What follows belongs to an exercise in optimizing a design on an open flow for small area and a short achievable clock period; a production flow would make more cautious choices. In this exercise RTL edits were held to simulation tests only and were not proved equivalent to the original. Power figures rest on the tool's default switching activity, not on a simulated workload.

### config.mk
export PLATFORM = sky130hd
export DESIGN_NAME = FPGA
export DESIGN_NICKNAME = FPGA
export VERILOG_FILES = /design/flow/design.v
export SDC_FILE = /design/flow/constraint.sdc
export NUM_CORES = 8
export LEC_CHECK = 0
export CAP_MARGIN = 30
export CORE_MARGIN = 2
export CORE_UTILIZATION = 40
export SLEW_MARGIN = 30
### constraint.sdc
create_clock -name core_clock -period 10.0 [get_ports {clk}]
set_input_delay 2.0000 -clock core_clock [delete_from_list [all_inputs] [get_ports {clk}]]
set_output_delay 2.0000 -clock core_clock [all_outputs]
set_load 0.01 [all_outputs]
### design.v
module FPGA #(parameter NUM_OF_TAPS = 6, SIZE = 20, NUM_OF_MODULES = 16) (
	input clk,
	input wire rst,
	input wire rx,
	output wire tx,
	output reg found_smth,
	output wire startedmod,
	output wire t1, t2, t3
);
wire [NUM_OF_MODULES*(NUM_OF_TAPS*8)-1:0] coefficient_buff;
wire [NUM_OF_MODULES-1:0] found;
wire [NUM_OF_MODULES-1:0] failure;
wire [NUM_OF_MODULES-1:0] res;
wire [NUM_OF_MODULES-1:0] ena;
assign startedmod = ena[0];
Interface #(
			.NUM_OF_TAPS		(NUM_OF_TAPS)		, 
			.NUM_OF_MODULES	(NUM_OF_MODULES)	)
	interfejs (	
		.clk		(clk)			,
		.rst		(rst)			,
		.rx 		(rx)			,
		.tx		(tx)			,
		.found	(found)		,
		.failure	(failure)	,
		.ena		(ena)			,
		.res		(res)			,
		.co_buf	(coefficient_buff),
		.test1  (t1),
		.test2 (t2),
		.test3 (t3)
);
genvar i;
generate
for (i=0; i<NUM_OF_MODULES; i=i+1) begin: Trololo
	NLFSR #(
				.NUM_OF_TAPS 	(NUM_OF_TAPS), 
				.SIZE 			(SIZE) )
		rejestr (
			.clk		(clk),
			.rst		(rst),
			.res		(res[i]),
			.ena		(ena[i]),
			.co_buf	(coefficient_buff[(i+1)*(NUM_OF_TAPS*8)-1-:NUM_OF_TAPS*8]),
			.failure	(failure[i]),
			.found	(found[i])
	);
end
endgenerate
always @ (posedge clk) begin
	if (rst) begin
		found_smth <= 1'b0;
	end else if (found != {NUM_OF_MODULES{1'b0}}) begin
		found_smth <= 1'b1;
	end
end
endmodule
module Interface #(parameter NUM_OF_TAPS = 5, NUM_OF_MODULES = 20)(
	input 	clk,
	input 	rst,
	input 	rx,
	output 	tx,
	input [NUM_OF_MODULES-1:0] found,
	input [NUM_OF_MODULES-1:0] failure,
	output reg [NUM_OF_MODULES-1:0] ena,
	output reg [NUM_OF_MODULES-1:0] res,
	output reg [NUM_OF_MODULES*(NUM_OF_TAPS*8)-1:0] co_buf,
	output reg test1, test2, test3
);
wire [7:0] 	byte_in;
reg [7:0] 	byte_out;
reg 								transmit_byte;
reg [(NUM_OF_TAPS*8)-1:0] 	buff;
reg [7:0] 						which;
reg [10:0] state;
parameter	IDLE 				= 11'b00000000001,
				RECEIVE 			= 11'b00000000010,
				ASSIGN_TO_REG	= 11'b00000000100,
				CONFIRM			= 11'b00000001000,
				TRANSMIT_POLY	= 11'b00000010000,
				FOUND				= 11'b00000100000,
				FAILURE			= 11'b00001000000,
				RESET				= 11'b00010000000,
				CAN_RECEIVE		= 11'b00100000000,
				WAIT_FOR_ACCK	= 11'b01000000000,
				SIGNAL_FOUND	= 11'b10000000000;
parameter 	START = 	8'hf0,
				END	=	8'hff,
				ACCK	=	8'hf1,
				ERR	=	8'hee,
				FAIL	=	8'hf2,
				CAN_REC = 8'hf4,
				SIG_FOUND = 8'hf3;
wire jeden; 
assign jeden = rst;
wire tx_ready;
wire take_byte;
wire transmit;
reg [5:0] receive_count;
reg [5:0] assign_count;
reg [5:0] i;
Transmitter transmitter (
	.clk		(clk)			,
	.res		(jeden)		,
	.drl		(transmit)	,
	.load		(tx_ready)	,
	.din		(byte_out)	,
	.tx		(tx)
);
Receiver receiver (
	.clk		(clk)			,
	.res		(jeden)		,
	.rx		(rx)			,
	.take		(take_byte)	,
	.dout		(byte_in)
);
task conf;
input [7:0] conf_byte;
begin
	byte_out <= conf_byte;
	transmit_byte <= 1'b1;
	state <= CONFIRM;
end
endtask
always @ (posedge clk) begin
	if (rst) begin
		byte_out <= 8'h00;
		transmit_byte <= 1'b0;
		buff <= {NUM_OF_TAPS{8'h00}};
		which <= 8'h00;
		state <= IDLE;
		receive_count <= 1;
		assign_count <= 0;
		i <= 0;
		ena <= {NUM_OF_MODULES{1'b0}};
		res <= {NUM_OF_MODULES{1'b0}};
		co_buf <= {NUM_OF_MODULES*NUM_OF_TAPS{8'h00}};
		test1 <= 1'b0;
		test2 <= 1'b0;
		test3 <= 1'b0;
	end else
	case (state)
		RESET: begin
			byte_out <= 8'h00;
			transmit_byte <= 1'b0;
			buff <= {NUM_OF_TAPS{8'h00}};
			which <= 8'h00;
			state <= IDLE;
			receive_count <= 1;
			assign_count <= 0;
			i <= 0;
			res <= {NUM_OF_MODULES{1'b0}};
		end
		IDLE: begin
			if (found != {NUM_OF_MODULES{1'b0}}) begin
				state <= SIGNAL_FOUND;
				transmit_byte <= 1'b1;
				byte_out <= SIG_FOUND;
			end else begin
				if (take_byte) begin
					if (byte_in == START && ena != {NUM_OF_MODULES{1'b1}}) begin
						state <= CAN_RECEIVE;
						transmit_byte <= 1'b1;
						byte_out <= CAN_REC;
					end
				end
			end
			if (failure != {NUM_OF_MODULES{1'b0}}) begin
				state <= FAILURE;
			end
		end
		CAN_RECEIVE: begin
			if (tx_ready) begin
				state <= RECEIVE;
				transmit_byte <= 1'b0;
			end
		end
		RECEIVE: begin
			if (take_byte) begin
				if (byte_in == END) begin
					state <= ASSIGN_TO_REG;
				end else begin
					if (receive_count >= 1 && receive_count <= NUM_OF_TAPS)
						buff[receive_count*8-1-:8] <= byte_in;
					receive_count <= receive_count + 1;
				end
			end
		end
		ASSIGN_TO_REG: begin
			if (ena[assign_count] == 1'b0) begin
				co_buf[(assign_count+1)*(NUM_OF_TAPS*8)-1-:NUM_OF_TAPS*8] <= buff;
				ena[assign_count] <= 1'b1;
				transmit_byte <= 1'b1;
				conf(ACCK);
			end else begin
				assign_count <= assign_count + 1;
			end
			if (assign_count >= NUM_OF_MODULES) begin
				conf(ERR);
			end
		end
		SIGNAL_FOUND: begin
			if (tx_ready) begin
				state <= WAIT_FOR_ACCK;
				transmit_byte <= 1'b0;
			end
		end
		WAIT_FOR_ACCK: begin
			if (take_byte) begin
				if (byte_in == ACCK) begin
					state <= FOUND;
				end else state <= IDLE;
			end
		end
		FOUND: begin
			if (found[i] == 1'b1) begin
				which <= i + 1;
				transmit_byte <= 1'b1;
				state <= TRANSMIT_POLY;
				i <= 0;
			end else i <= i + 1;
			if (i > NUM_OF_MODULES)
				conf(ERR);
		end
		TRANSMIT_POLY: begin
			if (tx_ready) begin
				if (i == 0) begin
					buff <= co_buf[which*(NUM_OF_TAPS*8)-1-:NUM_OF_TAPS*8];
				end
				if (i>0 && i<=NUM_OF_TAPS) begin
					byte_out <= buff[i*8-1-:8];
					ena[which-1] 		<= 1'b0;
				end
				if (i == NUM_OF_TAPS + 1) begin
					byte_out <= END;
					res[which-1] 		<= 1'b1;
				end
				if (i == NUM_OF_TAPS + 2) begin
					transmit_byte		<= 1'b0;
					co_buf[(which)*(NUM_OF_TAPS*8)-1-:NUM_OF_TAPS*8] <= {NUM_OF_TAPS{8'h00}};
					state	<= RESET;
				end 
				i <= i + 1;
			end
		end
		FAILURE: begin
			if (failure[i] == 1'b1) begin
				ena[i] <= 1'b0;
				res[i] <= 1'b1;
				co_buf[(i+1)*(NUM_OF_TAPS*8)-1-:NUM_OF_TAPS*8] <= {NUM_OF_TAPS{8'h00}};
				byte_out <= FAIL;
				transmit_byte <= 1'b1;
				state <= CONFIRM;
			end else i <= i + 1;
			if (i > NUM_OF_MODULES)
				conf(ERR);
		end
		CONFIRM: begin
			if (tx_ready) begin
				state <= RESET;
			end
		end
	endcase
end
assign transmit = (transmit_byte) ? 1'b1:1'b0;
endmodule
module NLFSR #(parameter SIZE = 24, NUM_OF_TAPS = 6)(
	input 								clk,
	input 								rst,
	input 								res,
	input 								ena,
	input [(NUM_OF_TAPS*8)-1:0]	co_buf,
	output reg	failure,
	output reg	found
);
parameter [35:0] period = (2**SIZE) - 1;
parameter INIT_VAL = {{SIZE-1{1'b0}},1'b1};
reg [35:0] i;
reg [SIZE-1:0] state;
reg [NUM_OF_TAPS:1] TAPS;
wire feedback;
assign feedback = state[0] ^ (TAPS[1] & TAPS[2]) ^ TAPS[3] ^ TAPS[4] ^ TAPS[5] ^ TAPS[6]; 
always @ (posedge clk) begin
	if (rst) begin
		state 	<= INIT_VAL;
		found 	<= 1'b0;
		failure 	<= 1'b0;
		i 			<= {36{1'b0}};
	end else begin
	if (res) begin
		state 	<= INIT_VAL;
		found 	<= 1'b0;
		failure 	<= 1'b0;
		i 			<= {36{1'b0}};
	end
	if (ena) begin
		if (!found && !failure) begin
			state <= {feedback, state[SIZE-1:1]};
			i <= i + 1;
		end
		if (state == INIT_VAL) begin
			if (i == period)
				found <= 1'b1; 
			if (i > 5 && i < period)
				failure <= 1'b1;
		end
		if (i > period + 3)
			failure <= 1'b1;
	end
	end
end
genvar j;
generate
for (j = 1; j <= NUM_OF_TAPS; j = j + 1) 
	begin: TAPSY
	always @ (*) begin
		begin
			case (co_buf[j*8-1-:8])
				8'h01 :	TAPS[j] = state[1];
				8'h02 :	TAPS[j] = state[2];
				8'h03 :	TAPS[j] = state[3];
				8'h04 :	TAPS[j] = state[4];
				8'h05 :	TAPS[j] = state[5];
				8'h06 :	TAPS[j] = state[6];
				8'h07 :	TAPS[j] = state[7];
				8'h08 :	TAPS[j] = state[8];
				8'h09 :	TAPS[j] = state[9];
				8'h0a :	TAPS[j] = state[10];
				8'h0b :	TAPS[j] = state[11];
				8'h0c :	TAPS[j] = state[12];
				8'h0d :	TAPS[j] = state[13];
				8'h0e :	TAPS[j] = state[14];
				8'h0f :	TAPS[j] = state[15];
				8'h10 :	TAPS[j] = state[16];
				8'h11 :	TAPS[j] = state[17];
				8'h12 :	TAPS[j] = state[18];
				8'h13 :	TAPS[j] = state[19];
				default : TAPS[j] = 1'b0;
			endcase
		end
	end
end
endgenerate
endmodule
module Receiver #(parameter [15:0] BIT_RATE_VAL = 16'h01B0) (
	input wire clk,
	input wire res,
	input wire rx,
	output wire take,
	output wire [7:0] dout
);
reg [3:0] FSM;
reg [3:0] bit_count;
reg [15:0] clk_count;
reg [9:0] received;
assign dout = received[8:1];
assign take = (FSM == 4'h5)? 1'b1:1'b0;
always @(posedge clk) begin
	if (res)
		FSM <= 4'h0;
	else begin
		case (FSM)
			4'h0: if (!rx) FSM <= 4'h1;
			4'h1: FSM <= 4'h2;
			4'h2: if (clk_count == 16'h0000) FSM <= 4'h3;
			4'h3: FSM <= 4'h4;
			4'h4: if (bit_count == 4'h0) FSM <= 4'h5; else FSM <= 4'h2;
			4'h5: FSM <= 4'h0;
			default: FSM <= 4'h0;
		endcase
	end
end
always @ (posedge clk) begin
	if (res)
		bit_count <= 4'h0;
	else begin
		if (FSM == 4'h1)
			bit_count <= 4'ha;
		if (FSM == 4'h3)
			bit_count <= bit_count - 1;
	end
end
always @ (posedge clk) begin
	if (res)
		clk_count <= 16'h0000;
	else begin
		if (FSM == 4'h1)
			clk_count <= {1'b0,BIT_RATE_VAL[15:1]};
		if (FSM == 4'h3)
			clk_count <= BIT_RATE_VAL;
		if (FSM == 4'h2)
			clk_count <= clk_count - 1;
	end
end
always @ (posedge clk) begin
	if (res)
		received <= {10{1'b0}};
	else begin
		if (FSM == 4'h0)
			received <= {10{1'b0}};
		if (FSM == 4'h3)
			received <= {rx,received[9:1]};
	end
end
endmodule
module Transmitter #(parameter BIT_RATE_VAL = 16'h01B0)(
	input wire clk,
	input wire res,
	input wire drl,
	output wire load,
	input wire [7:0] din,
	output wire tx
);
reg [3:0] FSM;
reg [3:0] bit_count;
reg [15:0] clk_count;
reg [9:0] transmit;
reg tx_reg;
assign tx = tx_reg;
assign load = (FSM == 4'h1)? 1'b1:1'b0;
always @(posedge clk) begin
	if (res)
		FSM <= 4'h0;
	else begin
		case (FSM)
			4'h0: if (drl) FSM <= 4'h1;
			4'h1: FSM <= 4'h2;
			4'h2: FSM <= 4'h3;
			4'h3: FSM <= 4'h4;
			4'h4: if (clk_count == 16'h0000) FSM <= 4'h5;
			4'h5: if (bit_count == 4'h0) FSM <= 4'h0; else FSM <= 4'h3;
			default: FSM <= 4'h0;
		endcase
	end
end
always @ (posedge clk) begin
	if (res) begin
		bit_count <= 4'h0;
	end
	else begin
		if (FSM == 4'h2)
			bit_count <= 4'ha;
		if (FSM == 4'h3)
			bit_count <= bit_count - 1;
	end
end
always @ (posedge clk) begin
	if (res)
		clk_count <= 16'h0000;
	else begin
		if (FSM == 4'h3)
			clk_count <= BIT_RATE_VAL;
		if (FSM == 4'h4)
			clk_count <= clk_count - 1;
	end
end
always @ (posedge clk) begin
	if (res)
		transmit <= {10{1'b0}};
	else begin
		if (FSM == 4'h2)
			transmit <= {1'b1,din,1'b0};
		if (FSM == 4'h3)
			transmit <= {1'b0,transmit[9:1]};
	end
end
always @ (posedge clk) begin
	if (res)
		tx_reg <= 1'b1;
	else begin 
		if (FSM == 4'h3) 
			tx_reg <= transmit[0];
	end
end
endmodule
### run.sh
#!/bin/bash
# synth_recipe.tcl (not shown) runs the flow's synth.tcl, then flattens the netlist and writes it again
# the make line also repeats each setting of config.mk as NAME=value (left out here)
make -C /OpenROAD-flow-scripts/flow DESIGN_CONFIG=/design/flow/config.mk WORK_HOME=/design/flow/orfs CLKGATE_MAP_FILE= SYNTH_SCRIPT=/design/flow/synth_recipe.tcl finish
==> summary.txt <==
Met2 usage = 0.656
Root Driver = clkbuf_16
Final Max Slew Viols = 0
Adder-Cell Fraction of Synth Area = 0.0122
Hold buffers post-CTS = 0
Worst-path cell chain = inv_1 -> ha_4 -> fa_2 -> xor2_1 -> nor2_1 -> or4_1 -> a211oi_1 -> and2_1 -> and4_1 -> o311ai_4 -> buf_4 -> nor2_4 -> nand3_2 -> a21oi_1 -> nor3_1
Num CTS Buffers = 232
Lkg Pwr = 47.3 nW
Ys async rst share = 0
Clock latency (worst-skew pair) = 1.07 ns
Sw frac = 0.262
Max Root-Sink Buffers = 4
CTS H-tree lvls = 4
Post-CTS setup buffer count = 0
Crit-path slowest cell = nand3_2
Core area = 327000 um2
Buf+Inv Stages, Crit Path = 2
Full die area = 332000 um2
Avg Cell Area, Syn = 8.36 um2
Max-cap violations = 0
Fin Setup TNS = 0 ns
Clock skew = 0.0808 ns
Die X = 576 um
Vias in the first global route = 127106
Die height = 576 um
Synth Instances = 15664
Post-synth top area share = 0.289
RSZ-0062 raised after global routing = no
Synth cell types = 118
Top Registers = interfejs.co_buf (768), Trololo.rejestr.i (576), Trololo.rejestr.state (320)
PortBufs = 5
Slew HR = 0.131
Largest net degree at the start of global routing = 165
NetSw = 4.68 mW
Synth Area in Compound Gates = 0.208
Sequential area share after synthesis = 0.289
Finished Core Util = 0.450
Post-Syn Area = 131000 um2
Top reg by flops = interfejs.co_buf
Tcrit/Tclk final = 0.757
Vias = 149317
Worst-Margin Slew = 1.30 ns
Area Overhead vs Synth = 12.3%
Reg clk slew, reported paths = 0.07 ns
Final net count = 15378
Critical path launch point type = register
Critical Path End Type = register
Max IR drop VDD = 0.162 mV
Final WL = 895 mm
#FFs+latches synth = 1888
Main synth FF type = dfxtp_1
Area share of and/or/nand/nor cells after synthesis = 0.221
Largest family of logic cells by synthesized area = simple AND/OR/NAND/NOR gates
Crit path DAT = 8.44 ns
Post-DR wirelength/cell = 44.7 um
Final setup viols = 0
Combinational share of power = 0.047
Post-route ant nets = 0
Initial DRC count = 27234
Most frequent cell after synthesis = dfxtp_1
Area leader, netlist = dfxtp_1
Clk pwr share = 0.525
Internal Power = 13.2 mW
Initial core utilization = 0.401
I/O pin cnt = 9
Synth warn = 5
Initial antenna violation count = 221
CP Class = reg -> reg
Final Hold Fails = 0
CTS tree = built
All-Layer GR Usage = 0.521
Met1 usage = 0.604
Finished Layout Cells = 20044
Met3 usage = 0.318
Xor and xnor area share after synthesis = 0.0235
CP Data Required Time = 10.87 ns
DRT Pass-1 Iters = 13
Number of flops mapped to enable cells by yosys = 0
Tmin final = 7.57 ns
Grt ovf = 0
PostCTS Resize Cnt = 0
Routability cong. = 1.18
Row Count = 210
Routed vias/inst = 7.45
Post-synth top cells = dfxtp_1, nand2_1, nor2_1, a21oi_1, clkbuf_1
# placed instances = 19346
CTS Sinks = 1888
Sequential standard cell area = 37800 um2
Hpwl dp = 659 mm
Fillers = 32415
HP Class = reg -> reg
CP max FO = 34
Largest cells by area after synthesis = dfxtp_1, mux4_2, a21oi_1
Peak Freq = 132 MHz
GR peak layer = met2
CP peak stage delay = 1.10 ns
Max reg flops = 768
Layout cells sized above 1 = 0.172
Drt drc = 0
Hold_ws = 0.445 ns
Post-synthesis mux area share = 0.199
PD cells = 121 nW/um2
Critical path's top delay family = simple AND/OR/NAND/NOR gates
First-pass GRT wire length = 1180 mm
Run status = complete, no violations
Multi-input logic area = 88500 um2
Sequential group share of total power = 0.427
-- layer usage --
metal  wire length, um  up-vias  share of wire
met5              2650        -         0.0030
met4             95900       98           0.11
met3            148000     4111           0.17
met2            331000    13225           0.37
met1            318000    73244           0.36
li1                  -    58639              -
-- final timing paths --
path                                end  depth (start not counted)  slack (ns)                       from
hold / removal               found_smth                          2        0.44                 found_smth
setup reg to reg  interfejs.co_buf[622]                         15        2.43  interfejs.assign_count[1]
hold reg to reg              found_smth                          2        0.44                 found_smth
setup / recovery  interfejs.co_buf[622]                         15        2.43  interfejs.assign_count[1]
-- layout by cell type (no fill, tap or decap), drive strengths merged, types with 325 or more instances in the layout --
cell       n
a22oi    385
nor3     454
buf      697
clkbuf   325
dfxtp   1888
nand2   1782
a21oi   1535
mux4     960
nor4     365
nand3    593
nor2    1547
o21ai    948
-- logic make-up (layout without fill, tap and decap cells) --
group,after synthesis,in the layout
muxes,1382,1382
and+or+nand+nor,6018,6018
AOI/OAI and AO/OA,4336,4336
DFF,1888,1888
buffers and inverters,1574,1346
other,2,264
adders and majority gates,126,126
xor gates and xnor gates,338,338
-- worst reg2reg max path, stage by stage (launching register included) --
cell and delay (ns):
dfxtp_1 0.72, inv_1 0.19, ha_4 0.69, fa_2 0.38
xor2_1 0.69, nor2_1 0.09, or4_1 0.43, a211oi_1 0.55
and2_1 0.22, and4_1 0.32, o311ai_4 0.12, buf_4 0.24
nor2_4 0.86, nand3_2 1.16, a21oi_1 0.61, nor3_1 0.10
-- power by group through the flow --
stage	sequential, mW	combinational [mW]	clock, mW
floorplan	7.78	0.489	0
global placement	7.80	0.791	0
detailed placement	7.80	0.794	0
CTS	7.63	0.797	9.34
global route	7.64	0.868	9.63
finish	7.64	0.847	9.38
-- metrics by stage --
step / instance area [um2] / total power [mW] / setup slack [ns]
2_1_floorplan: 131000 / 8.27 / 4.50
3_3_place_gp: 137000 / 8.59 / 2.85
3_5_place_dp: 138000 / 8.59 / 2.84
4_1_cts: 146000 / 17.8 / 2.84
5_1_grt: 147000 / 18.1 / 2.41
6_report: 147000 / 17.9 / 2.43
-- final cells by class --
cell class,count,share of cell area
repair buffers,702,0.0388
flip-flops and latches,1888,0.257
well taps,4346,0.0370
diodes,254,0.00432
inverters,215,0.00555
clock inverters,105,0.00975
multi-input cells,12210,0.602
clock buffers,324,0.0456

-- static timing again, ports no longer ideal --
The flow's constraints put no driver on any port. The routed layout listed below was extracted and timed again, unchanged, in two steps.
Step 1 sets driving cells, clkbuf_16 on the clock port and buf_2 on the other inputs (assumed; they add their load-dependent delay and slew).
Step 2 adds t to the input delays and takes it off the output delays; t is the mean of the earliest and latest rising clock arrival at the registers after step 1. Input paths then give back, and output paths get back, about the clock's delay inside the block.
Slacks: ideal ports / drivers / drivers and shift; pairs: ideal ports / drivers.
t, ns: 1.127
slack for setup (ns): 2.427 / 2.427 / 2.427
worst register clock-pin slew, ns: 0.08 / 0.08
worst slew at a driven data input, ns: 0.09
After both steps this run still meets setup and hold. The setup slack of this run moves by 0.000 ns with the drivers and by 0.000 ns with both steps.
